This is an optimization exercise on Yosys and OpenROAD, whose aim is small area, not a production implementation. Only simulation tests tie the RTL to the original design; equivalence was not proved. No activity file was given, so power comes from the tool's default toggle rates.

### flow/flow/run.sh
#!/bin/bash
# Own layout flow: the standard flow with three changes.
#  1. After the standard synthesis, the combinational logic between the
#     registers is mapped again by ABC with an area-oriented script
#     (deepsyn + area mapping), best of three seeds.  The registers, their names and their cells
#     are left exactly as the standard synthesis made them.
#  2. The port buffers are buf_1 cells.
#  3. Clock tree synthesis uses clkbuf_8 clusters without dummy loads.
# Each tool's output goes to a log file of its own in this folder.
set -euo pipefail
RES=orfs/results/${FLOW_PLATFORM}/eth_icmp_top/base
LIB=${FLOW_HOME}/platforms/${FLOW_PLATFORM}/lib/sky130_fd_sc_hd__tt_025C_1v80.lib
YOSYS=${FLOW_HOME}/../tools/install/yosys/bin/yosys

bash standard.sh synth > standard_synth.log 2>&1
cp $RES/1_2_yosys.v standard_1_2_yosys.v

cat > remap_before.ys <<EOY
read_liberty -lib $LIB
read_verilog standard_1_2_yosys.v
hierarchy -top $FLOW_TOP
tee -o remap_stat_before.txt stat -liberty $LIB
EOY
$YOSYS -s remap_before.ys > remap_before.log 2>&1

# three remaps with different deepsyn seeds run side by side; the smallest
# netlist is kept
for S in 1 2 3; do
cat > remap_$S.ys <<EOY
read_liberty -ignore_miss_func $LIB
read_verilog standard_1_2_yosys.v
hierarchy -top $FLOW_TOP
blackbox sky130_fd_sc_hd__df* sky130_fd_sc_hd__edf* sky130_fd_sc_hd__sdf*
flatten
opt_clean -purge
abc -liberty $LIB -dont_use sky130_fd_sc_hd__lpflow_bleeder_1 -dont_use sky130_fd_sc_hd__lpflow_clkbufkapwr_1 -dont_use sky130_fd_sc_hd__lpflow_clkbufkapwr_16 -dont_use sky130_fd_sc_hd__lpflow_clkbufkapwr_2 -dont_use sky130_fd_sc_hd__lpflow_clkbufkapwr_4 -dont_use sky130_fd_sc_hd__lpflow_clkbufkapwr_8 -dont_use sky130_fd_sc_hd__lpflow_clkinvkapwr_1 -dont_use sky130_fd_sc_hd__lpflow_clkinvkapwr_16 -dont_use sky130_fd_sc_hd__lpflow_clkinvkapwr_2 -dont_use sky130_fd_sc_hd__lpflow_clkinvkapwr_4 -dont_use sky130_fd_sc_hd__lpflow_clkinvkapwr_8 -dont_use sky130_fd_sc_hd__lpflow_decapkapwr_12 -dont_use sky130_fd_sc_hd__lpflow_decapkapwr_3 -dont_use sky130_fd_sc_hd__lpflow_decapkapwr_4 -dont_use sky130_fd_sc_hd__lpflow_decapkapwr_6 -dont_use sky130_fd_sc_hd__lpflow_decapkapwr_8 -dont_use sky130_fd_sc_hd__lpflow_inputiso0n_1 -dont_use sky130_fd_sc_hd__lpflow_inputiso0p_1 -dont_use sky130_fd_sc_hd__lpflow_inputiso1n_1 -dont_use sky130_fd_sc_hd__lpflow_inputiso1p_1 -dont_use sky130_fd_sc_hd__lpflow_inputisolatch_1 -dont_use sky130_fd_sc_hd__lpflow_isobufsrc_1 -dont_use sky130_fd_sc_hd__lpflow_isobufsrc_16 -dont_use sky130_fd_sc_hd__lpflow_isobufsrc_2 -dont_use sky130_fd_sc_hd__lpflow_isobufsrc_4 -dont_use sky130_fd_sc_hd__lpflow_isobufsrc_8 -dont_use sky130_fd_sc_hd__lpflow_isobufsrckapwr_16 -dont_use sky130_fd_sc_hd__lpflow_lsbuf_lh_hl_isowell_tap_1 -dont_use sky130_fd_sc_hd__lpflow_lsbuf_lh_hl_isowell_tap_2 -dont_use sky130_fd_sc_hd__lpflow_lsbuf_lh_hl_isowell_tap_4 -dont_use sky130_fd_sc_hd__lpflow_lsbuf_lh_isowell_4 -dont_use sky130_fd_sc_hd__lpflow_lsbuf_lh_isowell_tap_1 -dont_use sky130_fd_sc_hd__lpflow_lsbuf_lh_isowell_tap_2 -dont_use sky130_fd_sc_hd__lpflow_lsbuf_lh_isowell_tap_4 -dont_use sky130_fd_sc_hd__probe_p_8 -dont_use sky130_fd_sc_hd__probec_p_8  -dont_use sky130_fd_sc_hd__probe_p_8 -dont_use sky130_fd_sc_hd__probec_p_8 -script +strash;&get,-n;&deepsyn,-T,60,-S,$S;&put;dc2;&get,-n;&dch,-f;&nf,-a,-R,1000;&put
splitnets
opt_clean -purge
hilomap -singleton -hicell sky130_fd_sc_hd__conb_1 HI -locell sky130_fd_sc_hd__conb_1 LO
insbuf -buf sky130_fd_sc_hd__buf_4 A X
opt_clean -purge
rename -hide w:*\$func\$*
tee -o remap_check_$S.txt check
tee -o remap_stat_$S.txt stat -liberty $LIB
write_verilog -noattr -nohex -nodec remap_$S.v
EOY
$YOSYS -s remap_$S.ys > remap_$S.log 2>&1 &
done
wait
# a remap that lost logic (far smaller than the standard netlist) is not used
STD=$(grep 'Chip area' remap_stat_before.txt | awk '{print $NF}')
BEST=$(for S in 1 2 3; do
         A=$(grep 'Chip area' remap_stat_$S.txt 2>/dev/null | awk '{print $NF}')
         if [[ -n "$A" && -s remap_$S.v ]] && awk -v a="$A" -v s="$STD" 'BEGIN{exit !(a > 0.85*s)}'; then echo "$A $S"; fi
       done | sort -g | head -1 | awk '{print $2}')
[[ -n "$BEST" ]]
echo "remap seed $BEST kept (standard $STD)" > remap_choice.txt
cp remap_$BEST.v remap.v
cp remap.v $RES/1_2_yosys.v
rm -f $RES/1_synth.odb $RES/1_synth.sdc

export BUFFER_PORTS_ARGS="-buffer_cell sky130_fd_sc_hd__buf_1"
export CTS_ARGS="-sink_clustering_enable -repair_clock_nets -sink_clustering_size 22 -sink_clustering_max_diameter 60 -buf_list sky130_fd_sc_hd__clkbuf_8 -dont_use_dummy_load"
bash standard.sh > standard.log 2>&1
### flow/standard.sh
#!/bin/bash
# synth_recipe.tcl (not shown) runs the flow's synth.tcl, then flattens the netlist and writes it again
# the make line also repeats each setting of config.mk as NAME=value (left out here)
make -C /OpenROAD-flow-scripts/flow DESIGN_CONFIG=/design/flow/config.mk WORK_HOME=/design/flow/orfs CLKGATE_MAP_FILE= SYNTH_SCRIPT=/design/flow/synth_recipe.tcl "${@:-finish}"
### flow/config.mk
export PLATFORM = sky130hd
export DESIGN_NAME = eth_icmp_top
export DESIGN_NICKNAME = eth_icmp_top
export VERILOG_FILES = /design/flow/design.v
export SDC_FILE = /design/flow/constraint.sdc
export NUM_CORES = 4
export LEC_CHECK = 0
export CAP_MARGIN = 20
export CORE_MARGIN = 2
export CORE_UTILIZATION = 40
export CTS_BUF_LIST = sky130_fd_sc_hd__clkbuf_8
export CTS_CLUSTER_DIAMETER = 70
export CTS_CLUSTER_SIZE = 18
export SLEW_MARGIN = 20
### flow/constraint.sdc
create_clock -name core_clock -period 10.0 [get_ports {clk}]
set_input_delay 2.0000 -clock core_clock [delete_from_list [all_inputs] [get_ports {clk}]]
set_output_delay 2.0000 -clock core_clock [all_outputs]
set_load 0.01 [all_outputs]
### flow/design.v
module eth_icmp_top (
    input   wire            clk,
    input   wire            rst_n,
    input   wire    [4:0]   i_rx_5b,
    input   wire            i_sfp_los,
    output  reg     [4:0]   o_tx_5b
);
    localparam [47:0] MY_MAC = 48'h123456789ABC;
    localparam DLY = 75;             
    reg     [3:0]   r_prev;          
    reg     [2:0]   r_pos;           
    reg             r_in_frame;
    reg     [7:0]   r_cnt;           
    wire    [8:0]   w_bits = {r_prev, i_rx_5b};
    reg     [4:0]   w_grp;
    always @(*) begin
        case (r_pos)
            3'd0:    w_grp = w_bits[8:4];
            3'd1:    w_grp = w_bits[7:3];
            3'd2:    w_grp = w_bits[6:2];
            3'd3:    w_grp = w_bits[5:1];
            default: w_grp = w_bits[4:0];
        endcase
    end
    wire    [3:0]   w_nib;
    assign w_nib[0] = w_grp[0];
    assign w_nib[1] = w_grp[2] & ~(w_grp[4] & w_grp[3] & w_grp[1] & ~w_grp[0]);
    assign w_nib[2] = (~w_grp[4] & w_grp[3] & w_grp[2] & w_grp[1]) |
                      ( w_grp[4] & w_grp[3] & w_grp[2] & ~w_grp[1]) |
                      ( w_grp[3] & ~w_grp[2] & w_grp[1]);
    assign w_nib[3] = ( w_grp[4] & ~w_grp[3] & w_grp[2] & w_grp[1]) |
                      ( w_grp[4] & w_grp[3] & w_grp[2] & ~w_grp[1]) |
                      ( w_grp[4] & ~w_grp[2] & w_grp[1]);
    wire w_sof = ~r_in_frame & ~&i_rx_5b;
    always @(posedge clk) begin
        r_prev <= i_rx_5b[3:0];
        if (w_sof)
            r_cnt <= {7'd0, ~(i_rx_5b[4] & i_rx_5b[3] & i_rx_5b[2])};
        else if (r_cnt != 8'd255)
            r_cnt <= r_cnt + 8'd1;
        if (~r_in_frame)
            r_pos   <= ~i_rx_5b[4] ? 3'd2 :
                       ~i_rx_5b[3] ? 3'd3 :
                       ~i_rx_5b[2] ? 3'd4 :
                       ~i_rx_5b[1] ? 3'd0 : 3'd1;
    end
    always @(posedge clk or negedge rst_n) begin
        if (~rst_n) begin
            r_in_frame <= 1'b0;
        end else begin
            if (~r_in_frame) r_in_frame <= ~&i_rx_5b;
            else if (&w_grp) r_in_frame <= 1'b0;     
        end
    end
    reg     [3:0]   r_dl    [1:DLY];
    wire            w_rot_mac;       
    wire            w_rot_ip;        
    integer i;
    always @(posedge clk) begin
        r_dl[1] <= w_nib;
        for (i = 2; i <= DLY; i = i + 1)
            r_dl[i] <= r_dl[i - 1];
        if (w_rot_mac) r_dl[DLY - 11] <= r_dl[DLY];
        if (w_rot_ip)  r_dl[DLY - 7]  <= r_dl[DLY];
    end
    function [3:0] mac_nib;              
        input integer n;
        mac_nib = MY_MAC[(47 - 8 * (n / 2) - 4 * (1 - n % 2)) -: 4];
    endfunction
    reg             w_match;
    integer m;
    always @(*) begin
        w_match = 1'b1;
        for (m = 0; m < 12; m = m + 1)
            w_match = w_match & (r_dl[69 - m] == mac_nib(m));
        w_match = w_match & (r_dl[45] == 4'h8) & (r_dl[44] == 4'h0) &   
                  (r_dl[43] == 4'h0) & (r_dl[42] == 4'h0) &
                  (r_dl[23] == 4'h1) & (r_dl[22] == 4'h0) &              
                  (r_dl[1] == 4'h8) & (w_grp == 5'b11110);               
    end
    wire w_accept = r_in_frame & (r_cnt == 8'd85) & w_match;
    reg             r_tx;
    reg             r_odd;           
    reg     [10:0]  r_bc;            
    reg             r_cy;
    reg             r_end;           
    reg     [2:0]   r_pl;            
    reg     [31:0]  r_crc;
    assign w_rot_mac = (r_cnt >= 8'd91) & (r_cnt <= 8'd102);
    assign w_rot_ip  = (r_cnt >= 8'd143) & (r_cnt <= 8'd150);
    wire    [3:0]   w_dl  = r_dl[DLY];
    wire            w_hdr = (r_cnt >= 8'd86) & (r_cnt <= 8'd132);       
    wire            w_tail = (~w_hdr & (r_bc[10:3] == 8'd0)) | r_end;
    wire            w_data = r_tx & (r_cnt >= 8'd91 | r_cnt < 8'd86) & ~w_tail;
    reg     [3:0]   w_tx_nib;
    always @(*) begin
        case (r_cnt)
            8'd91, 8'd92, 8'd93, 8'd94, 8'd95, 8'd96,
            8'd97, 8'd98, 8'd99, 8'd100, 8'd101, 8'd102: w_tx_nib = r_dl[DLY - 12];
            8'd143, 8'd144, 8'd145, 8'd146,
            8'd147, 8'd148, 8'd149, 8'd150: w_tx_nib = r_dl[DLY - 8];
            8'd159: w_tx_nib = w_dl ^ 4'h8;                  
            8'd163: w_tx_nib = w_dl ^ 4'h8;                  
            8'd164: w_tx_nib = w_dl + {3'd0, r_cy};
            default: w_tx_nib = w_dl;
        endcase
    end
    reg     [3:0]   w_x;
    always @(*) begin
        case (r_cnt[1:0])
            2'd2:    w_x = {1'b0, r_pl};             
            2'd3:    w_x = {1'b0, r_pl} - 4'd1;      
            default: w_x = r_bc[3:0];                
        endcase
    end
    wire            w_glitch = (r_cnt >= 8'd110) & (r_cnt <= 8'd112) & (r_pl != 3'd0) &
                               (w_x != 4'd0) & (w_x <= 4'd4) & (r_bc[10:8] == 3'd0);
    wire    [1:0]   w_jh = 2'd0 - w_x[1:0];
    wire    [2:0]   w_j = w_glitch ? {w_jh, ~r_cnt[0]} : 3'd0;
    reg     [31:0]  w_crc_nx;
    reg             w_fb;
    integer k;
    always @(*) begin
        w_crc_nx = r_crc;
        for (k = 0; k < 4; k = k + 1) begin
            w_fb = (w_crc_nx[31] ^ w_tx_nib[k]) & w_data;
            w_crc_nx = {w_crc_nx[30:0], ~w_data} ^ (32'h04C11DB7 & {32{w_fb}});
        end
    end
    reg     [3:0]   w_fcs;
    always @(*) begin
        case (w_j)
            3'd0: w_fcs = {r_crc[28], r_crc[29], r_crc[30], r_crc[31]};
            3'd1: w_fcs = {r_crc[24], r_crc[25], r_crc[26], r_crc[27]};
            3'd2: w_fcs = {r_crc[20], r_crc[21], r_crc[22], r_crc[23]};
            3'd3: w_fcs = {r_crc[16], r_crc[17], r_crc[18], r_crc[19]};
            3'd4: w_fcs = {r_crc[12], r_crc[13], r_crc[14], r_crc[15]};
            3'd5: w_fcs = {r_crc[ 8], r_crc[ 9], r_crc[10], r_crc[11]};
            3'd6: w_fcs = {r_crc[ 4], r_crc[ 5], r_crc[ 6], r_crc[ 7]};
            default: w_fcs = {r_crc[ 0], r_crc[ 1], r_crc[ 2], r_crc[ 3]};
        endcase
        w_fcs = ~w_fcs;
    end
    function [4:0] enc;
        input [3:0] n;
        case (n)
            4'h0: enc = 5'b11110;   4'h1: enc = 5'b01001;
            4'h2: enc = 5'b10100;   4'h3: enc = 5'b10101;
            4'h4: enc = 5'b01010;   4'h5: enc = 5'b01011;
            4'h6: enc = 5'b01110;   4'h7: enc = 5'b01111;
            4'h8: enc = 5'b10010;   4'h9: enc = 5'b10011;
            4'hA: enc = 5'b10110;   4'hB: enc = 5'b10111;
            4'hC: enc = 5'b11010;   4'hD: enc = 5'b11011;
            4'hE: enc = 5'b11100;   default: enc = 5'b11101;
        endcase
    endfunction
    wire            w_tr = r_end | ~r_bc[2];     
    always @(*) begin
        if (~r_tx)
            o_tx_5b = 5'b11111;                              
        else if (r_cnt == 8'd86)
            o_tx_5b = 5'b11000;                              
        else if (r_cnt == 8'd87)
            o_tx_5b = 5'b10001;                              
        else if (r_cnt == 8'd88 || r_cnt == 8'd89)
            o_tx_5b = 5'b01011;                              
        else if (r_cnt == 8'd90)
            o_tx_5b = 5'b11011;                              
        else if (w_tail & w_tr)
            o_tx_5b = r_odd ? 5'b00111 : 5'b01101;           
        else
            o_tx_5b = enc((w_tail | w_glitch) ? w_fcs : w_tx_nib);
    end
    always @(posedge clk) begin
        r_crc <= w_crc_nx;
        r_odd <= w_accept | ~r_odd;
        if (r_cnt == 8'd109)
            r_bc <= {r_dl[DLY - 14][2:0], r_dl[DLY - 17], r_dl[DLY - 16]};
        else
            r_bc <= r_bc - {10'd0, ~w_hdr & r_odd};
        r_cy <= w_dl[3];
        if (w_sof)
            r_end <= 1'b0;
        else if (r_tx & w_glitch & (w_j == 3'd7))
            r_end <= 1'b1;
    end
    wire            w_f = (r_bc[7:3] == 5'd0) | (r_bc[7:3] == 5'd31);
    wire            w_h = (r_bc[7:3] == 5'd31) & (r_bc[2:0] <= 3'd4);
    always @(posedge clk or negedge rst_n) begin
        if (~rst_n)
            r_pl <= 3'd0;
        else if (r_in_frame & (r_tx | r_end) & (r_cnt == 8'd113))
            r_pl <= ~w_f ? 3'd0 : w_h ? r_bc[2:0] + 3'd1 : 3'd6;
    end
    always @(posedge clk or negedge rst_n) begin
        if (~rst_n)
            r_tx <= 1'b0;
        else if (w_accept)
            r_tx <= 1'b1;
        else if (w_tail & w_tr & r_odd)
            r_tx <= 1'b0;                                    
    end
endmodule
==> impl_results.html, run 1 <==
<table>
<tr><th>Metric</th><th>Value</th></tr>
<tr><th colspan="2">Clock network</th></tr>
<tr><td>Clock tree from TritonCTS</td><td>built</td></tr>
<tr><td>Maximum count of clock buffers along a single path</td><td>3</td></tr>
<tr><td>CTS Hold Bufs</td><td>0</td></tr>
<tr><td>CTS Root Cell</td><td>sky130_fd_sc_hd__clkbuf_8</td></tr>
<tr><td>Deepest level of the CTS H-tree</td><td>1</td></tr>
<tr><td>Resize count post-CTS</td><td>0</td></tr>
<tr><td>Clock buffer count from CTS</td><td>21</td></tr>
<tr><td>Worst-path clk slew</td><td>120 ps</td></tr>
<tr><td>Count of buffers added by post-CTS timing repair for setup</td><td>0</td></tr>
<tr><td>Num Clock Sinks</td><td>366</td></tr>
<tr><td>Clock insertion delay at the later pin of the skew report</td><td>530 ps</td></tr>
<tr><th colspan="2">Routing</th></tr>
<tr><td>Detailed-router iteration count before antenna repair</td><td>4</td></tr>
<tr><td>DRC</td><td>0</td></tr>
<tr><td>Avg Vias per Cell</td><td>4.66</td></tr>
<tr><td>WL final</td><td>15,500 um</td></tr>
<tr><td>Total number of vias</td><td>5,029</td></tr>
<tr><td>Average wire per cell in the routed design</td><td>14.4 um</td></tr>
<tr><td>Post-DRT Antenna Nets</td><td>0</td></tr>
<tr><td>1st-iter DRT viols</td><td>roughly 350</td></tr>
<tr><th colspan="2">Timing</th></tr>
<tr><td>Slew Limit Fails</td><td>0</td></tr>
<tr><td>Slew at the pin closest to its max-slew limit</td><td>828 ps</td></tr>
<tr><td>Number of setup violations in the final report</td><td>0</td></tr>
<tr><td>RSZ-0062 raised after global routing</td><td>no</td></tr>
<tr><td>Slew margin rel.</td><td>44.6%</td></tr>
<tr><td>Total negative slack</td><td>0 ps</td></tr>
<tr><td>Time the final worst path needs with I/O delays and setup</td><td>6390 ps</td></tr>
<tr><td>Part of the cycle the worst path needs</td><td>63.9%</td></tr>
<tr><td>Final hold vios</td><td>0</td></tr>
<tr><td>Skew final</td><td>40.0 ps</td></tr>
<tr><td>Achievable Freq</td><td>157 MHz</td></tr>
<tr><th colspan="2">Place</th></tr>
<tr><td>Sum of net half-perimeters after detailed placement</td><td>10,800 um</td></tr>
<tr><td>Routability-driven placement congestion ratio</td><td>0.805</td></tr>
<tr><td>Post-DP Area</td><td>9990 um2</td></tr>
<tr><td>Count of buffers from port buffering</td><td>11</td></tr>
<tr><th colspan="2">Finish</th></tr>
<tr><td>Final Net Count</td><td>770</td></tr>
<tr><td>Multi-input logic area</td><td>2090 um2</td></tr>
<tr><td>Total area of sequential cells</td><td>7390 um2</td></tr>
<tr><td>Fraction of layout cells with a size suffix above 1</td><td>2.89%</td></tr>
<tr><td>Layout overhead on the synthesized area</td><td>7.73%</td></tr>
<tr><td>Post-route cell area</td><td>10,300 um2</td></tr>
<tr><td>Filler Cells Inserted</td><td>2,179</td></tr>
<tr><td>Final antenna diode count</td><td>0</td></tr>
<tr><th colspan="2">Min path</th></tr>
<tr><td>Type of the worst min-delay path</td><td>reg2reg</td></tr>
<tr><td>Startpoint of the lowest-slack hold path</td><td>r_dl[55][1]$_DFF_P_</td></tr>
<tr><th colspan="2">Synth</th></tr>
<tr><td>Post-synth net total</td><td>around 740</td></tr>
<tr><td>Netlist area before placement</td><td>between 9000 and 10,000 um2</td></tr>
<tr><td>Count of yosys warnings during synthesis</td><td>2</td></tr>
<tr><td>Synthesized instance count</td><td>727</td></tr>
<tr><td>Mean area per synthesized cell</td><td>13.1 um2</td></tr>
<tr><th colspan="2">GRT</th></tr>
<tr><td>Maximum number of pins on one net before global-route repair</td><td>23</td></tr>
<tr><td>Initial antenna violation count</td><td>0</td></tr>
<tr><td>Global-route wire length before repair</td><td>around 25,000 um</td></tr>
<tr><td>Total routing usage reported by global routing</td><td>between 10 and 15%</td></tr>
<tr><td>Sum of overflow across all layers after global routing</td><td>0</td></tr>
<tr><td>Number of global-route vias before repair</td><td>4,834</td></tr>
<tr><th colspan="2">Critical path</th></tr>
<tr><td>Worst endpoint data arrival time</td><td>4390 ps</td></tr>
<tr><td>Cells traversed along the worst timing path</td><td>and2_0, nand2_1, xnor2_1, nand2_1, nor2_1, a22oi_1, o21ai_0, a21oi_1, a222oi_1, o211ai_1, o22ai_1, nor2_1, o21ai_0, nand2_1, nor3_1, nor2_1, buf_1</td></tr>
<tr><td>Total buffers and inverters traversed by the critical path</td><td>1</td></tr>
<tr><td>Worst Path Required</td><td>8000 ps</td></tr>
<tr><td>Startpoint of the lowest-slack register-to-register path</td><td>r_cnt[1]$_SDFFE_PP0P_</td></tr>
<tr><td>Highest-delay cell along the critical path</td><td>sky130_fd_sc_hd__dfxtp_1</td></tr>
<tr><td>Critical Path Start Type</td><td>flop</td></tr>
<tr><td>Maximum fanout encountered on the critical timing path</td><td>14</td></tr>
<tr><td>Largest stage delay on the critical path</td><td>630 ps</td></tr>
<tr><td>Dominant delay contributor by cell family on the critical path</td><td>simple AND/OR/NAND/NOR gates</td></tr>
<tr><td>Crit path kind</td><td>reg2out</td></tr>
<tr><td>Critical Path End Type</td><td>primary output</td></tr>
<tr><td>Critical path launch point</td><td>r_cnt[1]$_SDFFE_PP0P_</td></tr>
<tr><th colspan="2">Power and ir drop</th></tr>
<tr><td>Share of power burned in registers</td><td>70.9%</td></tr>
<tr><td>Psw</td><td>0.617 mW</td></tr>
<tr><td>Internal power</td><td>1.95 mW</td></tr>
<tr><td>IR drop worst, VDD</td><td>0.138 mV</td></tr>
<tr><td>Combinational share of power</td><td>6.4%</td></tr>
<tr><td>Total power density per cell area</td><td>250 nW/um2</td></tr>
<tr><td>Clock group share of total power</td><td>22.8%</td></tr>
<tr><td>Leakage component of the power</td><td>just under 4 nW</td></tr>
<tr><td>Net switching fraction of the power</td><td>around 24%</td></tr>
<tr><th colspan="2">Die</th></tr>
<tr><td>Total die area</td><td>approximately 25,000 um2</td></tr>
<tr><td>Die Ht</td><td>roughly 160 um</td></tr>
<tr><td>Core area</td><td>23,500 um2</td></tr>
<tr><td>Count of standard-cell rows</td><td>56</td></tr>
<tr><td>I/O pin count</td><td>13</td></tr>
<tr><td>Starting utilization of the core area</td><td>40.6%</td></tr>
<tr><td>Die Width</td><td>approximately 160 um</td></tr>
<tr><th colspan="2">Job</th></tr>
<tr><td># Max-Cap Violations</td><td>0</td></tr>
<tr><th colspan="2">Outcome</th></tr>
<tr><td>Run status</td><td>timing/DRC/antenna clean</td></tr>
</table>
-- cells in the final DEF (no fill, tap or decap), types with 2 or more instances in the layout --
| master | count |
|---|---|
| sky130_fd_sc_hd__buf_1 | 11 |
| sky130_fd_sc_hd__a311oi_1 | 2 |
| sky130_fd_sc_hd__nand4_1 | 8 |
| sky130_fd_sc_hd__a31oi_1 | 6 |
| sky130_fd_sc_hd__mux2_1 | 9 |
| sky130_fd_sc_hd__nor4_1 | 10 |
| sky130_fd_sc_hd__dfrtp_1 | 5 |
| sky130_fd_sc_hd__a221oi_1 | 4 |
| sky130_fd_sc_hd__mux2i_1 | 3 |
| sky130_fd_sc_hd__a32o_1 | 2 |
| sky130_fd_sc_hd__a22oi_1 | 5 |
| sky130_fd_sc_hd__clkbuf_8 | 21 |
| sky130_fd_sc_hd__a21oi_1 | 26 |
| sky130_fd_sc_hd__o21a_1 | 2 |
| sky130_fd_sc_hd__and3_1 | 5 |
| sky130_fd_sc_hd__o22ai_1 | 7 |
| sky130_fd_sc_hd__a22o_1 | 4 |
| sky130_fd_sc_hd__nand2_1 | 43 |
| sky130_fd_sc_hd__xnor2_1 | 23 |
| sky130_fd_sc_hd__and2_0 | 6 |
| sky130_fd_sc_hd__nor4bb_1 | 2 |
| sky130_fd_sc_hd__nand3_1 | 15 |
| sky130_fd_sc_hd__a21o_1 | 5 |
| sky130_fd_sc_hd__nor3_1 | 14 |
| sky130_fd_sc_hd__or2_0 | 5 |
| sky130_fd_sc_hd__nor2_1 | 53 |
| sky130_fd_sc_hd__clkinv_1 | 14 |
| sky130_fd_sc_hd__edfxtp_1 | 4 |
| sky130_fd_sc_hd__xor2_1 | 17 |
| sky130_fd_sc_hd__o211ai_1 | 4 |
| sky130_fd_sc_hd__o21ai_0 | 27 |
| sky130_fd_sc_hd__or3_1 | 4 |
| sky130_fd_sc_hd__nand2b_1 | 4 |
| sky130_fd_sc_hd__a211oi_1 | 2 |
| sky130_fd_sc_hd__nor2b_1 | 11 |
| sky130_fd_sc_hd__dfxtp_1 | 357 |
| sky130_fd_sc_hd__nor4b_1 | 7 |
-- path summary, 6_finish.rpt --
kind | slack, ps | cells past startpoint | end
worst min register to register | 310 | 0 | r_dl[56][1]$_DFF_P_
worst max-delay path | 3610 | 17 | o_tx_5b[4]
worst min-delay path | 310 | 0 | r_dl[56][1]$_DFF_P_
min in group asynchronous | 1350 | 1 | r_in_frame$_DFF_PN0_
worst max register to register | 5740 | 13 | r_crc[7]$_DFF_P_
max in group asynchronous | 8350 | 1 | r_tx$_DFFE_PN0P_
-- worst register-to-register path: cells and delay by family, from the launching register on --
kind	cells	cell delay, ps
multiplexers	1	550
AND/OR/NAND/NOR	5	1350
XOR/XNOR	4	920
AO/OA/AOI/OAI	3	700
flip-flops	1	630
-- routing by layer --
metal / part of all wire (%) / up-vias / GRT usage (%)
met5: 0 / - / 0
met4: 2.8 / 0 / 4.16
met3: 3.3 / 29 / 2.40
met2: 44 / 80 / 20.4
met1: 49 / 2383 / 17.2
li1: - / 2537 / -
-- flip-flops by register name, indices dropped and copies added (netlist names) --
register    cells
r_end           1
r_tx            1
r_dl          300
r_odd           1
r_bc           11
r_prev          4
r_pos           3
r_cy            1
r_cnt           8
r_pl            3
r_in_frame      1
r_crc          32
-- metrics by stage --
step	setup slack [ps]	util (%)	cells	total power, mW	hold WS, ps
floorplan	4970	-	727	1.93	310
global placement	4200	42.5	1058	2.01	310
detailed placement	4200	42.5	1058	2.02	312
CTS	3600	43.8	1079	2.59	315
global route	2970	43.8	1079	2.69	314
finish	3610	43.8	1079	2.57	309
-- final cells by class --
type | instances | area share (%)
flip-flops and latches | 366 | 71.9
well taps | 319 | 3.88
clock buffers | 21 | 2.81
multi-input cells | 347 | 20.4
repair buffers | 12 | 0.475
inverters | 14 | 0.511
-- power by group through the flow --
stage / Sequential (mW) / Clock (mW) / Combinational, mW
floorplan: 1.80 / 0 / 0.127
global placement: 1.85 / 0 / 0.161
detailed placement: 1.85 / 0 / 0.163
CTS: 1.82 / 0.608 / 0.164
global route: 1.85 / 0.657 / 0.187
finish: 1.82 / 0.585 / 0.163
==> inputs of run 2 (changes only) <==
--- a/flow/flow/run.sh
+++ b/flow/flow/run.sh
@@ -61,4 +61,4 @@
 
 export BUFFER_PORTS_ARGS="-buffer_cell sky130_fd_sc_hd__buf_1"
-export CTS_ARGS="-sink_clustering_enable -repair_clock_nets -sink_clustering_size 22 -sink_clustering_max_diameter 60 -buf_list sky130_fd_sc_hd__clkbuf_8 -dont_use_dummy_load"
+export CTS_ARGS="-sink_clustering_enable -repair_clock_nets -sink_clustering_size 18 -sink_clustering_max_diameter 70 -buf_list sky130_fd_sc_hd__clkbuf_8 -dont_use_dummy_load"
 bash standard.sh > standard.log 2>&1
==> impl_results.html, run 2 <==
<table>
<tr><th>Metric</th><th>Value</th></tr>
<tr><th colspan="2">Critical path</th></tr>
<tr><td>Highest-delay cell along the critical path</td><td>sky130_fd_sc_hd__dfxtp_1</td></tr>
<tr><td>Cells traversed along the worst timing path</td><td>nand2_1, o21ai_0, nor2_1, and3_1, a31oi_1, nand3_1, xor2_1, nor2_1, nor2_1, a21oi_1, a21oi_1, a221o_1, nor2_1, a221oi_1, nor2_1, a21oi_1, nor2b_1, o32a_1, buf_1</td></tr>
<tr><td>Register-to-register setup slack</td><td>5150 ps</td></tr>
<tr><td>Critical Path Start Type</td><td>flop</td></tr>
<tr><td>Maximum fanout encountered on the critical timing path</td><td>14</td></tr>
<tr><td>Critical Path End Type</td><td>primary output</td></tr>
<tr><td>Crit path kind</td><td>reg2out</td></tr>
<tr><td>Worst Path Required</td><td>8000 ps</td></tr>
<tr><td>Largest stage delay on the critical path</td><td>640 ps</td></tr>
<tr><td>Cell seen most often among critical-path stages</td><td>sky130_fd_sc_hd__nor2_1</td></tr>
<tr><td>Worst endpoint data arrival time</td><td>a little over 5000 ps</td></tr>
<tr><th colspan="2">Synth</th></tr>
<tr><td>Count of yosys warnings during synthesis</td><td>2</td></tr>
<tr><td>Synthesized instance count</td><td>722</td></tr>
<tr><td>Netlist area before placement</td><td>9520 um2</td></tr>
<tr><td>Post-synth net total</td><td>730</td></tr>
<tr><td>Mean area per synthesized cell</td><td>13.2 um2</td></tr>
<tr><th colspan="2">Timing</th></tr>
<tr><td>Slew margin rel.</td><td>51.2%</td></tr>
<tr><td>Final hold vios</td><td>0</td></tr>
<tr><td>Skew final</td><td>between 70 and 80 ps</td></tr>
<tr><td>Slew at the pin closest to its max-slew limit</td><td>724 ps</td></tr>
<tr><td>Total negative slack</td><td>0 ps</td></tr>
<tr><td>Number of setup violations in the final report</td><td>0</td></tr>
<tr><td>RSZ-0062 raised after global routing</td><td>no</td></tr>
<tr><td>Final worst hold slack</td><td>around 290 ps</td></tr>
<tr><td>Time the final worst path needs with I/O delays and setup</td><td>7180 ps</td></tr>
<tr><td>Part of the cycle the worst path needs</td><td>71.8%</td></tr>
<tr><td>Slew Limit Fails</td><td>0</td></tr>
<tr><td>Achievable Freq</td><td>roughly 140 MHz</td></tr>
<tr><th colspan="2">Finish</th></tr>
<tr><td>Fraction of layout cells with a size suffix above 1</td><td>~3.3%</td></tr>
<tr><td>Filler Cells Inserted</td><td>~2,200</td></tr>
<tr><td>Most frequent cells in the layout</td><td>sky130_fd_sc_hd__dfxtp_1, sky130_fd_sc_hd__nor2_1, sky130_fd_sc_hd__nand2_1, sky130_fd_sc_hd__a21oi_1, sky130_fd_sc_hd__o21ai_0</td></tr>
<tr><td>Register bank with the most flops</td><td>r_dl</td></tr>
<tr><td>Leading cell type in the layout, fill and taps excluded</td><td>sky130_fd_sc_hd__dfxtp_1</td></tr>
<tr><td>Layout overhead on the synthesized area</td><td>8.18%</td></tr>
<tr><td>Top Registers</td><td>r_dl: 300 flops, r_crc: 32 flops, r_bc: 11 flops</td></tr>
<tr><td>Max FFs per register</td><td>300</td></tr>
<tr><td>Final antenna diode count</td><td>0</td></tr>
<tr><td>Post-route cell area</td><td>10,300 um2</td></tr>
<tr><td>Final Net Count</td><td>between 700 and 800</td></tr>
<tr><td>Non-filler cells in the finished layout</td><td>around 1,100</td></tr>
<tr><th colspan="2">Power and ir drop</th></tr>
<tr><td>Internal power</td><td>2.02 mW</td></tr>
<tr><td>IR drop worst, VDD</td><td>0.168 mV</td></tr>
<tr><td>Total power density per cell area</td><td>roughly 260 nW/um2</td></tr>
<tr><td>Leakage component of the power</td><td>between 3 and 4 nW</td></tr>
<tr><td>Net switching fraction of the power</td><td>23.7%</td></tr>
<tr><td>Psw</td><td>0.628 mW</td></tr>
<tr><td>Clock group share of total power</td><td>23.1%</td></tr>
<tr><td>Share of power burned in registers</td><td>70.6%</td></tr>
<tr><td>Power consumption</td><td>2.65 mW</td></tr>
<tr><td>Combinational share of power</td><td>6.3%</td></tr>
<tr><th colspan="2">Place</th></tr>
<tr><td>Cells after DPL</td><td>1,052</td></tr>
<tr><td>Post-DP Area</td><td>9960 um2</td></tr>
<tr><td>Sum of net half-perimeters after detailed placement</td><td>10,700 um</td></tr>
<tr><td>Routability-driven placement congestion ratio</td><td>0.837</td></tr>
<tr><td>Count of buffers from port buffering</td><td>11</td></tr>
<tr><th colspan="2">Die</th></tr>
<tr><td>Core area</td><td>23,400 um2</td></tr>
<tr><td>Die Ht</td><td>158 um</td></tr>
<tr><td>Die Width</td><td>158 um</td></tr>
<tr><td>Starting utilization of the core area</td><td>40.7%</td></tr>
<tr><td>Count of standard-cell rows</td><td>56</td></tr>
<tr><td>I/O pin count</td><td>13</td></tr>
<tr><td>Total die area</td><td>25,000 um2</td></tr>
<tr><th colspan="2">Routing</th></tr>
<tr><td>Average wire per cell in the routed design</td><td>around 14 um</td></tr>
<tr><td>DRC</td><td>0</td></tr>
<tr><td>Detailed-router iteration count before antenna repair</td><td>5</td></tr>
<tr><td>Post-DRT Antenna Nets</td><td>0</td></tr>
<tr><td>WL final</td><td>approximately 16,000 um</td></tr>
<tr><td>Avg Vias per Cell</td><td>4.67</td></tr>
<tr><td>1st-iter DRT viols</td><td>283</td></tr>
<tr><td>Total number of vias</td><td>5,022</td></tr>
<tr><th colspan="2">Clock network</th></tr>
<tr><td>Clock buffer count from CTS</td><td>24</td></tr>
<tr><td>Clock insertion delay at the later pin of the skew report</td><td>580 ps</td></tr>
<tr><td>Count of buffers added by post-CTS timing repair for setup</td><td>0</td></tr>
<tr><td>CTS Hold Bufs</td><td>0</td></tr>
<tr><td>CTS Root Cell</td><td>sky130_fd_sc_hd__clkbuf_8</td></tr>
<tr><td>Maximum count of clock buffers along a single path</td><td>3</td></tr>
<tr><td>Resize count post-CTS</td><td>0</td></tr>
<tr><td>Worst-path clk slew</td><td>110 ps</td></tr>
<tr><td>Num Clock Sinks</td><td>~370</td></tr>
<tr><td>Clock tree from TritonCTS</td><td>built</td></tr>
<tr><td>Deepest level of the CTS H-tree</td><td>1</td></tr>
<tr><th colspan="2">Outcome</th></tr>
<tr><td>Run status</td><td>timing/DRC/antenna clean</td></tr>
<tr><th colspan="2">GRT</th></tr>
<tr><td>Sum of overflow across all layers after global routing</td><td>0</td></tr>
<tr><td>Total routing usage reported by global routing</td><td>12.9%</td></tr>
<tr><td>Global-route wire length before repair</td><td>approximately 25,000 um</td></tr>
<tr><td>Initial antenna violation count</td><td>1</td></tr>
<tr><td>Maximum number of pins on one net before global-route repair</td><td>19</td></tr>
<tr><td>Number of global-route vias before repair</td><td>between 4,000 and 5,000</td></tr>
<tr><th colspan="2">Min path</th></tr>
<tr><td>Type of the worst min-delay path</td><td>reg2reg</td></tr>
<tr><th colspan="2">Job</th></tr>
<tr><td># Max-Cap Violations</td><td>0</td></tr>
</table>
## run 2: critical path, delay by kind of cell, from the launching register on
kind / cells / cell delay, ps
and+or+nand+nor: 9 / 1850
AOI/OAI and AO/OA: 8 / 1800
DFF: 1 / 640
buffers and inverters: 1 / 140
xor gates and xnor gates: 1 / 180
## run 2: stage by stage
stage	setup WS, ps	utilization, %
2_1_floorplan	4400	-
3_3_place_gp	3600	42.6
3_5_place_dp	3530	42.6
4_1_cts	2840	44.0
5_1_grt	2320	44.0
6_report	2820	44.0
## run 2: area by class of cell
class | instances | area (um2) | share of cell area, %
Tap cell | 319 | 399 | 3.88
Multi-Input combinational cell | 341 | 2080 | 20.2
Inverter | 15 | 56.3 | 0.547
Sequential cell | 366 | 7390 | 71.8
Timing Repair Buffer | 11 | 41.3 | 0.401
Clock buffer | 24 | 330 | 3.21
## run 2: power groups by stage
stage               combinational [mW]  sequential [mW]  clock [mW]
CTS                              0.165             1.87       0.644
floorplan                        0.127             1.85           0
finish                           0.166             1.87       0.612
global placement                 0.160             1.90           0
global route                     0.190             1.90       0.697
detailed placement               0.164             1.90           0
## run 2: per-layer routing
layer / up-vias / routed length [um] / GRT usage (%)
met5: - / 0 / 0
met3: 28 / 824 / 2.97
met2: 101 / 6480 / 19.0
met4: 0 / 351 / 3.82
li1: 2520 / - / -
met1: 2373 / 7890 / 19.0
## run 2: worst paths after layout
| path | start | endpoint | depth (start not counted) |
|---|---|---|---|
| setup / recovery | r_cnt[1]$_SDFFE_PP0P_ | o_tx_5b[4] | 19 |
| hold / removal | r_dl[40][2]$_DFF_P_ | r_dl[41][2]$_DFF_P_ | 0 |
| setup reg to reg | r_cnt[1]$_SDFFE_PP0P_ | r_crc[11]$_DFF_P_ | 15 |
| hold reg to reg | r_dl[40][2]$_DFF_P_ | r_dl[41][2]$_DFF_P_ | 0 |
| max in group asynchronous | rst_n | r_tx$_DFFE_PN0P_ | 1 |
| min in group asynchronous | rst_n | r_in_frame$_DFF_PN0_ | 1 |
==> inputs of run 3 (changes only) <==
--- a/flow/design.v
+++ b/flow/design.v
@@ -64,19 +64,27 @@
         if (w_rot_ip)  r_dl[DLY - 7]  <= r_dl[DLY];
     end
-    function [3:0] mac_nib;              
-        input integer n;
-        mac_nib = MY_MAC[(47 - 8 * (n / 2) - 4 * (1 - n % 2)) -: 4];
-    endfunction
-    reg             w_match;
-    integer m;
-    always @(*) begin
-        w_match = 1'b1;
-        for (m = 0; m < 12; m = m + 1)
-            w_match = w_match & (r_dl[69 - m] == mac_nib(m));
-        w_match = w_match & (r_dl[45] == 4'h8) & (r_dl[44] == 4'h0) &   
-                  (r_dl[43] == 4'h0) & (r_dl[42] == 4'h0) &
-                  (r_dl[23] == 4'h1) & (r_dl[22] == 4'h0) &              
-                  (r_dl[1] == 4'h8) & (w_grp == 5'b11110);               
-    end
+    reg             w_chk;
+    reg     [3:0]   w_exp;
+    always @(*) begin
+        w_chk = 1'b1;
+        w_exp = 4'h0;
+        if (r_cnt[7:4] == 4'd1 && r_cnt[3:0] <= 4'd11)
+            w_exp = {r_cnt[3:1] + {2'd0, ~r_cnt[0]}, r_cnt[0]};
+        else case (r_cnt)
+            8'd40: w_exp = 4'h8;         
+            8'd41, 8'd42, 8'd43: ;
+            8'd62: w_exp = 4'h1;         
+            8'd63: ;
+            8'd84: w_exp = 4'h8;         
+            default: w_chk = 1'b0;
+        endcase
+    end
+    reg             r_match;
+    always @(posedge clk)
+        if (~r_in_frame)
+            r_match <= 1'b1;
+        else if (w_chk & (w_nib != w_exp))
+            r_match <= 1'b0;
+    wire            w_match = r_match & (w_grp == 5'b11110);
     wire w_accept = r_in_frame & (r_cnt == 8'd85) & w_match;
     reg             r_tx;
@@ -106,16 +114,18 @@
         endcase
     end
-    reg     [3:0]   w_x;
-    always @(*) begin
-        case (r_cnt[1:0])
-            2'd2:    w_x = {1'b0, r_pl};             
-            2'd3:    w_x = {1'b0, r_pl} - 4'd1;      
-            default: w_x = r_bc[3:0];                
-        endcase
-    end
-    wire            w_glitch = (r_cnt >= 8'd110) & (r_cnt <= 8'd112) & (r_pl != 3'd0) &
-                               (w_x != 4'd0) & (w_x <= 4'd4) & (r_bc[10:8] == 3'd0);
-    wire    [1:0]   w_jh = 2'd0 - w_x[1:0];
-    wire    [2:0]   w_j = w_glitch ? {w_jh, ~r_cnt[0]} : 3'd0;
+    wire            w_n19 = (r_cnt == 8'd110);
+    wire            w_n20 = (r_cnt == 8'd111);
+    wire            w_n21 = (r_cnt == 8'd112) & (r_pl != 3'd0);
+    wire    [7:0]   w_sel;               
+    assign w_sel[7] = (w_n19 & (r_pl == 3'd1)) | (w_n21 & (r_bc[3:0] == 4'd1));
+    assign w_sel[5] = (w_n19 & (r_pl == 3'd2)) | (w_n21 & (r_bc[3:0] == 4'd2));
+    assign w_sel[3] = (w_n19 & (r_pl == 3'd3)) | (w_n21 & (r_bc[3:0] == 4'd3));
+    assign w_sel[1] = (w_n19 & (r_pl == 3'd4)) | (w_n21 & (r_bc[3:0] == 4'd4));
+    assign w_sel[6] = w_n20 & (r_pl == 3'd2);
+    assign w_sel[4] = w_n20 & (r_pl == 3'd3);
+    assign w_sel[2] = w_n20 & (r_pl == 3'd4);
+    assign w_sel[0] = w_n20 & (r_pl == 3'd5);
+    wire            w_glitch = (|w_sel) & (r_bc[10:8] == 3'd0);
+    wire            w_cut = w_sel[7] & (r_bc[10:8] == 3'd0);
     reg     [31:0]  w_crc_nx;
     reg             w_fb;
@@ -129,15 +139,10 @@
     end
     reg     [3:0]   w_fcs;
-    always @(*) begin
-        case (w_j)
-            3'd0: w_fcs = {r_crc[28], r_crc[29], r_crc[30], r_crc[31]};
-            3'd1: w_fcs = {r_crc[24], r_crc[25], r_crc[26], r_crc[27]};
-            3'd2: w_fcs = {r_crc[20], r_crc[21], r_crc[22], r_crc[23]};
-            3'd3: w_fcs = {r_crc[16], r_crc[17], r_crc[18], r_crc[19]};
-            3'd4: w_fcs = {r_crc[12], r_crc[13], r_crc[14], r_crc[15]};
-            3'd5: w_fcs = {r_crc[ 8], r_crc[ 9], r_crc[10], r_crc[11]};
-            3'd6: w_fcs = {r_crc[ 4], r_crc[ 5], r_crc[ 6], r_crc[ 7]};
-            default: w_fcs = {r_crc[ 0], r_crc[ 1], r_crc[ 2], r_crc[ 3]};
-        endcase
+    integer q;
+    always @(*) begin
+        w_fcs = {r_crc[28], r_crc[29], r_crc[30], r_crc[31]} & {4{~w_glitch}};
+        for (q = 0; q < 8; q = q + 1)
+            if (w_sel[q] & w_glitch)
+                w_fcs = w_fcs | {r_crc[28 - 4*q], r_crc[29 - 4*q], r_crc[30 - 4*q], r_crc[31 - 4*q]};
         w_fcs = ~w_fcs;
     end
@@ -182,5 +187,5 @@
         if (w_sof)
             r_end <= 1'b0;
-        else if (r_tx & w_glitch & (w_j == 3'd7))
+        else if (r_tx & w_cut)
             r_end <= 1'b1;
     end
--- a/flow/flow/run.sh
+++ b/flow/flow/run.sh
@@ -6,5 +6,5 @@
 #     are left exactly as the standard synthesis made them.
 #  2. The port buffers are buf_1 cells.
-#  3. Clock tree synthesis uses clkbuf_8 clusters without dummy loads.
+#  3. Clock tree synthesis uses clkbuf_8 clusters of up to 24 sinks, without dummy loads.
 # Each tool's output goes to a log file of its own in this folder.
 set -euo pipefail
@@ -61,4 +61,4 @@
 
 export BUFFER_PORTS_ARGS="-buffer_cell sky130_fd_sc_hd__buf_1"
-export CTS_ARGS="-sink_clustering_enable -repair_clock_nets -sink_clustering_size 18 -sink_clustering_max_diameter 70 -buf_list sky130_fd_sc_hd__clkbuf_8 -dont_use_dummy_load"
+export CTS_ARGS="-sink_clustering_enable -repair_clock_nets -sink_clustering_size 24 -sink_clustering_max_diameter 45 -buf_list sky130_fd_sc_hd__clkbuf_8 -dont_use_dummy_load"
 bash standard.sh > standard.log 2>&1
==> impl_results.html, run 3 <==
<table>
<tr><th>Metric</th><th>Value</th></tr>
<tr><th colspan="2">Finish</th></tr>
<tr><td>Layout overhead on the synthesized area</td><td>9.14%</td></tr>
<tr><td>Top Registers</td><td>r_dl: 300 flops, r_crc: 32 flops, r_bc: 11 flops</td></tr>
<tr><td>Register bank with the most flops</td><td>r_dl</td></tr>
<tr><td>Final antenna diode count</td><td>0</td></tr>
<tr><td>Most frequent cells in the layout</td><td>sky130_fd_sc_hd__dfxtp_1, sky130_fd_sc_hd__nor2_1, sky130_fd_sc_hd__nand2_1, sky130_fd_sc_hd__a21oi_1, sky130_fd_sc_hd__clkbuf_8</td></tr>
<tr><td>Filler Cells Inserted</td><td>about 2,200</td></tr>
<tr><td>Non-filler cells in the finished layout</td><td>1,075</td></tr>
<tr><td>Total area of sequential cells</td><td>about 7400 um2</td></tr>
<tr><td>Max FFs per register</td><td>300</td></tr>
<tr><td>Multi-input logic area</td><td>2000 um2</td></tr>
<tr><td>Fraction of layout cells with a size suffix above 1</td><td>approximately 4%</td></tr>
<tr><td>Leading cell type in the layout, fill and taps excluded</td><td>sky130_fd_sc_hd__dfxtp_1</td></tr>
<tr><td>Final Net Count</td><td>between 700 and 800</td></tr>
<tr><th colspan="2">Critical path</th></tr>
<tr><td>Critical path launch point</td><td>r_cnt[0]$_DFFE_PP_</td></tr>
<tr><td>Maximum fanout encountered on the critical timing path</td><td>8</td></tr>
<tr><td>Worst Path Required</td><td>8000 ps</td></tr>
<tr><td>Critical Path End Type</td><td>primary output</td></tr>
<tr><td>Critical Path Start Type</td><td>flop</td></tr>
<tr><td>Startpoint of the lowest-slack register-to-register path</td><td>r_cnt[0]$_DFFE_PP_</td></tr>
<tr><td>Worst endpoint data arrival time</td><td>4650 ps</td></tr>
<tr><td>Crit path kind</td><td>reg2out</td></tr>
<tr><th colspan="2">Min path</th></tr>
<tr><td>Type of the worst min-delay path</td><td>reg2reg</td></tr>
<tr><td>Startpoint of the lowest-slack hold path</td><td>r_dl[35][0]$_DFF_P_</td></tr>
<tr><th colspan="2">Die</th></tr>
<tr><td>Total die area</td><td>about 25,000 um2</td></tr>
<tr><td>Count of standard-cell rows</td><td>56</td></tr>
<tr><td>Starting utilization of the core area</td><td>around 40%</td></tr>
<tr><td>Die Ht</td><td>between 150 and 200 um</td></tr>
<tr><td>I/O pin count</td><td>13</td></tr>
<tr><td>Core area</td><td>23,400 um2</td></tr>
<tr><td>Die Width</td><td>158 um</td></tr>
<tr><th colspan="2">GRT</th></tr>
<tr><td>Maximum number of pins on one net before global-route repair</td><td>25</td></tr>
<tr><td>Total routing usage reported by global routing</td><td>11.8%</td></tr>
<tr><td>Number of global-route vias before repair</td><td>4,751</td></tr>
<tr><td>Global-route wire length before repair</td><td>23,600 um</td></tr>
<tr><td>Initial antenna violation count</td><td>0</td></tr>
<tr><td>Sum of overflow across all layers after global routing</td><td>0</td></tr>
<tr><th colspan="2">Clock network</th></tr>
<tr><td>Worst-path clk slew</td><td>120 ps</td></tr>
<tr><td>Clock buffer count from CTS</td><td>31</td></tr>
<tr><td>CTS Hold Bufs</td><td>0</td></tr>
<tr><td>Deepest level of the CTS H-tree</td><td>1</td></tr>
<tr><td>Clock tree from TritonCTS</td><td>built</td></tr>
<tr><td>Resize count post-CTS</td><td>0</td></tr>
<tr><td>Count of buffers added by post-CTS timing repair for setup</td><td>0</td></tr>
<tr><td>Maximum count of clock buffers along a single path</td><td>3</td></tr>
<tr><td>CTS Root Cell</td><td>sky130_fd_sc_hd__clkbuf_8</td></tr>
<tr><td>Num Clock Sinks</td><td>367</td></tr>
<tr><td>Clock insertion delay at the later pin of the skew report</td><td>600 ps</td></tr>
<tr><th colspan="2">Routing</th></tr>
<tr><td>Average wire per cell in the routed design</td><td>between 10 and 15 um</td></tr>
<tr><td>DRC</td><td>0</td></tr>
<tr><td>WL final</td><td>14,200 um</td></tr>
<tr><td>1st-iter DRT viols</td><td>414</td></tr>
<tr><td>Met3 WL</td><td>just over 800 um</td></tr>
<tr><td>Detailed-router iteration count before antenna repair</td><td>5</td></tr>
<tr><td>Total number of vias</td><td>4,992</td></tr>
<tr><td>Top layer in use</td><td>met4</td></tr>
<tr><td>Post-DRT Antenna Nets</td><td>0</td></tr>
<tr><td>M1 WL</td><td>7610 um</td></tr>
<tr><td>Avg Vias per Cell</td><td>4.64</td></tr>
<tr><td>Amount of wire on met2 after detailed routing</td><td>5460 um</td></tr>
<tr><th colspan="2">Synth</th></tr>
<tr><td>Count of yosys warnings during synthesis</td><td>2</td></tr>
<tr><td>Mean area per synthesized cell</td><td>around 13 um2</td></tr>
<tr><td>Synthesized instance count</td><td>714</td></tr>
<tr><td>Netlist area before placement</td><td>9480 um2</td></tr>
<tr><td>Post-synth net total</td><td>roughly 720</td></tr>
<tr><th colspan="2">Job</th></tr>
<tr><td># Max-Cap Violations</td><td>0</td></tr>
<tr><th colspan="2">Timing</th></tr>
<tr><td>Part of the cycle the worst path needs</td><td>66.5%</td></tr>
<tr><td>Total negative slack</td><td>0 ps</td></tr>
<tr><td>Number of setup violations in the final report</td><td>0</td></tr>
<tr><td>Skew final</td><td>around 53 ps</td></tr>
<tr><td>Slew Limit Fails</td><td>0</td></tr>
<tr><td>Achievable Freq</td><td>between 150 and 200 MHz</td></tr>
<tr><td>Final hold vios</td><td>0</td></tr>
<tr><td>Slew at the pin closest to its max-slew limit</td><td>864 ps</td></tr>
<tr><td>RSZ-0062 raised after global routing</td><td>no</td></tr>
<tr><td>Time the final worst path needs with I/O delays and setup</td><td>6650 ps</td></tr>
<tr><td>Slew margin rel.</td><td>a little over two fifths</td></tr>
<tr><td>Final setup margin</td><td>around 3300 ps</td></tr>
<tr><td>Final worst hold slack</td><td>272 ps</td></tr>
<tr><th colspan="2">Power and ir drop</th></tr>
<tr><td>Leakage component of the power</td><td>4.02 nW</td></tr>
<tr><td>Total power density per cell area</td><td>about 270 nW/um2</td></tr>
<tr><td>IR drop worst, VDD</td><td>0.142 mV</td></tr>
<tr><td>Power consumption</td><td>between 2 and 3 mW</td></tr>
<tr><th colspan="2">Outcome</th></tr>
<tr><td>Run status</td><td>timing/DRC/antenna clean</td></tr>
<tr><th colspan="2">Place</th></tr>
<tr><td>Count of buffers from port buffering</td><td>11</td></tr>
<tr><td>Sum of net half-perimeters after detailed placement</td><td>9280 um</td></tr>
<tr><td>Setup slack after placement</td><td>3910 ps</td></tr>
<tr><td>Routability-driven placement congestion ratio</td><td>between 0.8 and 0.9</td></tr>
<tr><td>Cells after DPL</td><td>1,044</td></tr>
</table>
[run 3: through the flow]
step	util [%]	cell area, um2
2_1_floorplan	-	9480
3_3_place_gp	42.4	9920
3_5_place_dp	42.4	9920
4_1_cts	44.2	10300
5_1_grt	44.2	10300
6_report	44.2	10300
[run 3: routing by layer]
layer	GRT usage, %	vias to the layer above
li1	-	2508
met1	18.2	2332
met2	16.1	122
met3	2.66	30
met4	3.90	0
met5	0	-
[run 3: cell type report]
class	count	area share [%]
multi-input combinational	328	19.3
clock buffer	31	4.12
inverter	19	0.689
tap	319	3.86
sequential	367	71.6
timing repair buffer	11	0.399
[run 3: where the power goes]
group	total (mW)	internal, mW	leakage, nW	switching, mW
sequential	1.89	1.77	3.07	0.121
clock	0.686	0.275	0.223	0.411
combinational	0.208	0.0804	0.730	0.128
[run 3: critical path: stages, from the launching register on]
cell and delay [ps]:
sky130_fd_sc_hd__edfxtp_1 550, sky130_fd_sc_hd__clkinv_1 220, sky130_fd_sc_hd__nand2_1 120, sky130_fd_sc_hd__a211oi_1 310, sky130_fd_sc_hd__a21oi_1 110, sky130_fd_sc_hd__nor3b_1 480, sky130_fd_sc_hd__and4_1 360, sky130_fd_sc_hd__and3_1 210
sky130_fd_sc_hd__a31oi_1 60, sky130_fd_sc_hd__xnor2_1 150, sky130_fd_sc_hd__a21oi_1 310, sky130_fd_sc_hd__a21oi_1 170, sky130_fd_sc_hd__or2_0 250, sky130_fd_sc_hd__o21ai_0 240, sky130_fd_sc_hd__o21bai_1 170, sky130_fd_sc_hd__a32o_1 150
sky130_fd_sc_hd__nand2_1 70, sky130_fd_sc_hd__buf_1 140
[run 3: path summary, 6_finish.rpt]
path                                        end  slack, ps  depth (start not counted)
hold / removal              r_dl[36][0]$_DFF_P_        270                          0
hold reg to reg             r_dl[36][0]$_DFF_P_        270                          0
setup / recovery                     o_tx_5b[1]       3350                         17
min in group asynchronous   r_pl[2]$_DFFE_PN0P_       1310                          1
setup reg to reg               r_crc[8]$_DFF_P_       5530                         15
max in group asynchronous  r_in_frame$_DFF_PN0_       8440                          1
==> inputs of run 4 (changes only) <==
--- a/flow/flow/run.sh
+++ b/flow/flow/run.sh
@@ -6,5 +6,5 @@
 #     are left exactly as the standard synthesis made them.
 #  2. The port buffers are buf_1 cells.
-#  3. Clock tree synthesis uses clkbuf_8 clusters of up to 24 sinks, without dummy loads.
+#  3. Clock tree synthesis uses clkbuf_8 clusters of up to 22 sinks, without dummy loads.
 # Each tool's output goes to a log file of its own in this folder.
 set -euo pipefail
@@ -61,4 +61,4 @@
 
 export BUFFER_PORTS_ARGS="-buffer_cell sky130_fd_sc_hd__buf_1"
-export CTS_ARGS="-sink_clustering_enable -repair_clock_nets -sink_clustering_size 24 -sink_clustering_max_diameter 45 -buf_list sky130_fd_sc_hd__clkbuf_8 -dont_use_dummy_load"
+export CTS_ARGS="-sink_clustering_enable -repair_clock_nets -sink_clustering_size 22 -sink_clustering_max_diameter 50 -buf_list sky130_fd_sc_hd__clkbuf_8 -dont_use_dummy_load"
 bash standard.sh > standard.log 2>&1
--- a/flow/config.mk
+++ b/flow/config.mk
@@ -8,5 +8,5 @@
 export CAP_MARGIN = 20
 export CORE_MARGIN = 2
-export CORE_UTILIZATION = 40
+export CORE_UTILIZATION = 65
 export CTS_BUF_LIST = sky130_fd_sc_hd__clkbuf_8
 export CTS_CLUSTER_DIAMETER = 70
==> impl_results.html, run 4 <==
<table>
<tr><th>Metric</th><th>Value</th></tr>
<tr><th colspan="2">Outcome</th></tr>
<tr><td>Run status</td><td>timing/DRC/antenna clean</td></tr>
<tr><th colspan="2">GRT</th></tr>
<tr><td>Global-route wire length before repair</td><td>24,600 um</td></tr>
<tr><td>Number of global-route vias before repair</td><td>around 5,000</td></tr>
<tr><td>Sum of overflow across all layers after global routing</td><td>0</td></tr>
<tr><td>Initial antenna violation count</td><td>0</td></tr>
<tr><td>Maximum number of pins on one net before global-route repair</td><td>23</td></tr>
<tr><td>Total routing usage reported by global routing</td><td>19.3%</td></tr>
<tr><th colspan="2">Clock network</th></tr>
<tr><td>CTS Root Cell</td><td>sky130_fd_sc_hd__clkbuf_8</td></tr>
<tr><td>Resize count post-CTS</td><td>0</td></tr>
<tr><td>Count of buffers added by post-CTS timing repair for setup</td><td>0</td></tr>
<tr><td>Maximum count of clock buffers along a single path</td><td>3</td></tr>
<tr><td>Clock insertion delay at the later pin of the skew report</td><td>550 ps</td></tr>
<tr><td>Deepest level of the CTS H-tree</td><td>1</td></tr>
<tr><td>Clock tree from TritonCTS</td><td>built</td></tr>
<tr><td>Worst-path clk slew</td><td>120 ps</td></tr>
<tr><td>Clock buffer count from CTS</td><td>25</td></tr>
<tr><td>Num Clock Sinks</td><td>approximately 370</td></tr>
<tr><td>CTS Hold Bufs</td><td>0</td></tr>
<tr><th colspan="2">Synth</th></tr>
<tr><td>Netlist area before placement</td><td>roughly 9500 um2</td></tr>
<tr><td>Post-synth net total</td><td>722</td></tr>
<tr><td>Synthesized instance count</td><td>around 710</td></tr>
<tr><td>Mean area per synthesized cell</td><td>13.3 um2</td></tr>
<tr><td>Count of yosys warnings during synthesis</td><td>2</td></tr>
<tr><th colspan="2">Die</th></tr>
<tr><td>Die Ht</td><td>between 100 and 150 um</td></tr>
<tr><td>Count of standard-cell rows</td><td>44</td></tr>
<tr><td>Starting utilization of the core area</td><td>about two thirds</td></tr>
<tr><td>Core area</td><td>around 14,000 um2</td></tr>
<tr><td>I/O pin count</td><td>13</td></tr>
<tr><td>Total die area</td><td>15,600 um2</td></tr>
<tr><td>Die Width</td><td>125 um</td></tr>
<tr><th colspan="2">Routing</th></tr>
<tr><td>Total number of vias</td><td>5,025</td></tr>
<tr><td>WL final</td><td>14,600 um</td></tr>
<tr><td>Average wire per cell in the routed design</td><td>15.7 um</td></tr>
<tr><td>Amount of wire on met2 after detailed routing</td><td>6420 um</td></tr>
<tr><td>Post-DRT Antenna Nets</td><td>0</td></tr>
<tr><td>Top layer in use</td><td>met4</td></tr>
<tr><td>DRC</td><td>0</td></tr>
<tr><td>M1 WL</td><td>7180 um</td></tr>
<tr><td>Detailed-router iteration count before antenna repair</td><td>5</td></tr>
<tr><td>Met3 WL</td><td>714 um</td></tr>
<tr><td>Avg Vias per Cell</td><td>5.38</td></tr>
<tr><td>1st-iter DRT viols</td><td>566</td></tr>
<tr><th colspan="2">Power and ir drop</th></tr>
<tr><td>IR drop worst, VDD</td><td>0.201 mV</td></tr>
<tr><td>Total power density per cell area</td><td>roughly 270 nW/um2</td></tr>
<tr><td>Power consumption</td><td>2.72 mW</td></tr>
<tr><td>Leakage component of the power</td><td>roughly 4.0 nW</td></tr>
<tr><th colspan="2">Min path</th></tr>
<tr><td>Startpoint of the lowest-slack hold path</td><td>r_dl[39][0]$_DFF_P_</td></tr>
<tr><td>Type of the worst min-delay path</td><td>reg2reg</td></tr>
<tr><th colspan="2">Finish</th></tr>
<tr><td>Final Net Count</td><td>between 700 and 800</td></tr>
<tr><td>Post-layout utilization of the core</td><td>70.3%</td></tr>
<tr><td>Most frequent cells in the layout</td><td>sky130_fd_sc_hd__dfxtp_1, sky130_fd_sc_hd__nor2_1, sky130_fd_sc_hd__nand2_1, sky130_fd_sc_hd__a21oi_1, sky130_fd_sc_hd__clkbuf_8</td></tr>
<tr><td>Fraction of layout cells with a size suffix above 1</td><td>approximately 3.3%</td></tr>
<tr><td>Top Registers</td><td>r_dl: 300 flops, r_crc: 32 flops, r_bc: 11 flops</td></tr>
<tr><td>Register bank with the most flops</td><td>r_dl</td></tr>
<tr><td>Leading cell type in the layout, fill and taps excluded</td><td>sky130_fd_sc_hd__dfxtp_1</td></tr>
<tr><td>Final antenna diode count</td><td>0</td></tr>
<tr><td>Filler Cells Inserted</td><td>988</td></tr>
<tr><td>Max FFs per register</td><td>300</td></tr>
<tr><td>Layout overhead on the synthesized area</td><td>6.49%</td></tr>
<tr><th colspan="2">Timing</th></tr>
<tr><td>Time the final worst path needs with I/O delays and setup</td><td>6600 ps</td></tr>
<tr><td>Skew final</td><td>approximately 66 ps</td></tr>
<tr><td>RSZ-0062 raised after global routing</td><td>no</td></tr>
<tr><td>Number of setup violations in the final report</td><td>0</td></tr>
<tr><td>Slew at the pin closest to its max-slew limit</td><td>987 ps</td></tr>
<tr><td>Total negative slack</td><td>0 ps</td></tr>
<tr><td>Final hold vios</td><td>0</td></tr>
<tr><td>Achievable Freq</td><td>151 MHz</td></tr>
<tr><td>Slew margin rel.</td><td>about a third</td></tr>
<tr><td>Part of the cycle the worst path needs</td><td>66.0%</td></tr>
<tr><td>Slew Limit Fails</td><td>0</td></tr>
<tr><th colspan="2">Critical path</th></tr>
<tr><td>Maximum fanout encountered on the critical timing path</td><td>8</td></tr>
<tr><td>Critical Path End Type</td><td>primary output</td></tr>
<tr><td>Critical path launch point</td><td>r_cnt[0]$_DFFE_PP_</td></tr>
<tr><td>Critical Path Start Type</td><td>flop</td></tr>
<tr><td>Crit path kind</td><td>reg2out</td></tr>
<tr><td>Worst Path Required</td><td>8000 ps</td></tr>
<tr><td>Worst endpoint data arrival time</td><td>between 4000 and 5000 ps</td></tr>
<tr><td>Startpoint of the lowest-slack register-to-register path</td><td>r_cnt[0]$_DFFE_PP_</td></tr>
<tr><th colspan="2">Job</th></tr>
<tr><td># Max-Cap Violations</td><td>0</td></tr>
<tr><th colspan="2">Place</th></tr>
<tr><td>Sum of net half-perimeters after detailed placement</td><td>9610 um</td></tr>
<tr><td>Routability-driven placement congestion ratio</td><td>~0.9</td></tr>
<tr><td>Count of buffers from port buffering</td><td>11</td></tr>
</table>
run 4: final timing paths:
kind	to	slack, ps	depth (start not counted)
setup reg to reg	r_crc[11]$_DFF_P_	5520	15
hold / removal	r_dl[40][0]$_DFF_P_	280	0
hold reg to reg	r_dl[40][0]$_DFF_P_	280	0
setup / recovery	o_tx_5b[1]	3400	16
min in group asynchronous	r_pl[2]$_DFFE_PN0P_	1300	1
max in group asynchronous	r_tx$_DFFE_PN0P_	8400	1
run 4: through the flow:
step,hold WS [ps],cell area (um2),worst slack (ps),cells
finish,278,10100,3400,934
global route,286,10100,2980,934
CTS,282,10100,3400,934
detailed placement,312,9750,3970,909
global placement,310,9750,4020,909
floorplan,310,9480,4950,714
run 4: layout make-up:
cell class	count	area [um2]	area share (%)
Multi-Input combinational cell	328	2000	19.8
Sequential cell	367	7410	73.4
Inverter	19	71.3	0.706
Clock buffer	25	344	3.41
Timing Repair Buffer	11	41.3	0.409
Tap cell	184	230	2.28
run 4: where the power goes:
part	total [mW]	internal [mW]	switching, mW
clock network	0.615	0.225	0.390
logic	0.207	0.0804	0.127
registers	1.90	1.77	0.126
total	2.72	2.08	0.643
run 4: critical path: stages, from the launching register on:
cell and delay [ps]:
sky130_fd_sc_hd__edfxtp_1 550, sky130_fd_sc_hd__clkinv_1 230, sky130_fd_sc_hd__nand2_1 120, sky130_fd_sc_hd__a211oi_1 300, sky130_fd_sc_hd__a21oi_1 110, sky130_fd_sc_hd__nor3b_1 530, sky130_fd_sc_hd__and4_1 360, sky130_fd_sc_hd__and3_1 230
sky130_fd_sc_hd__nor2_1 60, sky130_fd_sc_hd__a221oi_1 420, sky130_fd_sc_hd__a21oi_1 220, sky130_fd_sc_hd__or2_0 280, sky130_fd_sc_hd__o21ai_0 210, sky130_fd_sc_hd__o21bai_1 150, sky130_fd_sc_hd__a32o_1 140, sky130_fd_sc_hd__nand2_1 60
sky130_fd_sc_hd__buf_1 140
run 4: routing by layer:
metal  GRT usage, %  vias to the layer above
met3           3.52                       30
li1               -                     2501
met4           5.62                        0
met5              0                        -
met2           29.4                      135
met1           28.6                     2359

[static timing again, ports no longer ideal]
Ports are ideal in the flow. The routed layouts listed here were re-timed in OpenROAD. Step 1, drivers: a clkbuf_16 drives clk and a buf_2 each remaining input, both assumed. Step 2 also shifts input and output timing later by t, the mid clock arrival at the registers, as if the neighbouring blocks saw the same clock. Slacks: ideal / step 1 / step 2; pairs: ideal / step 1.
run | t (ns) | setup slack, ns | clock arrival spread, ns | worst register clock-pin slew, ns | pins driven straight from the clock port
run 1 | 0.552 | 3.614 / 3.579 / 4.131 | 0.044 / 0.044 | 0.12 / 0.12 | 1
run 2 | 0.585 | 2.821 / 2.781 / 3.365 | 0.074 / 0.075 | 0.11 / 0.11 | 1
run 3 | 0.602 | 3.347 / 3.303 / 3.904 | 0.081 / 0.081 | 0.12 / 0.12 | 1
run 4 | 0.562 | 3.397 / 3.358 / 3.920 | 0.066 / 0.066 | 0.12 / 0.12 | 1
After both steps setup and hold are still met in every run listed.
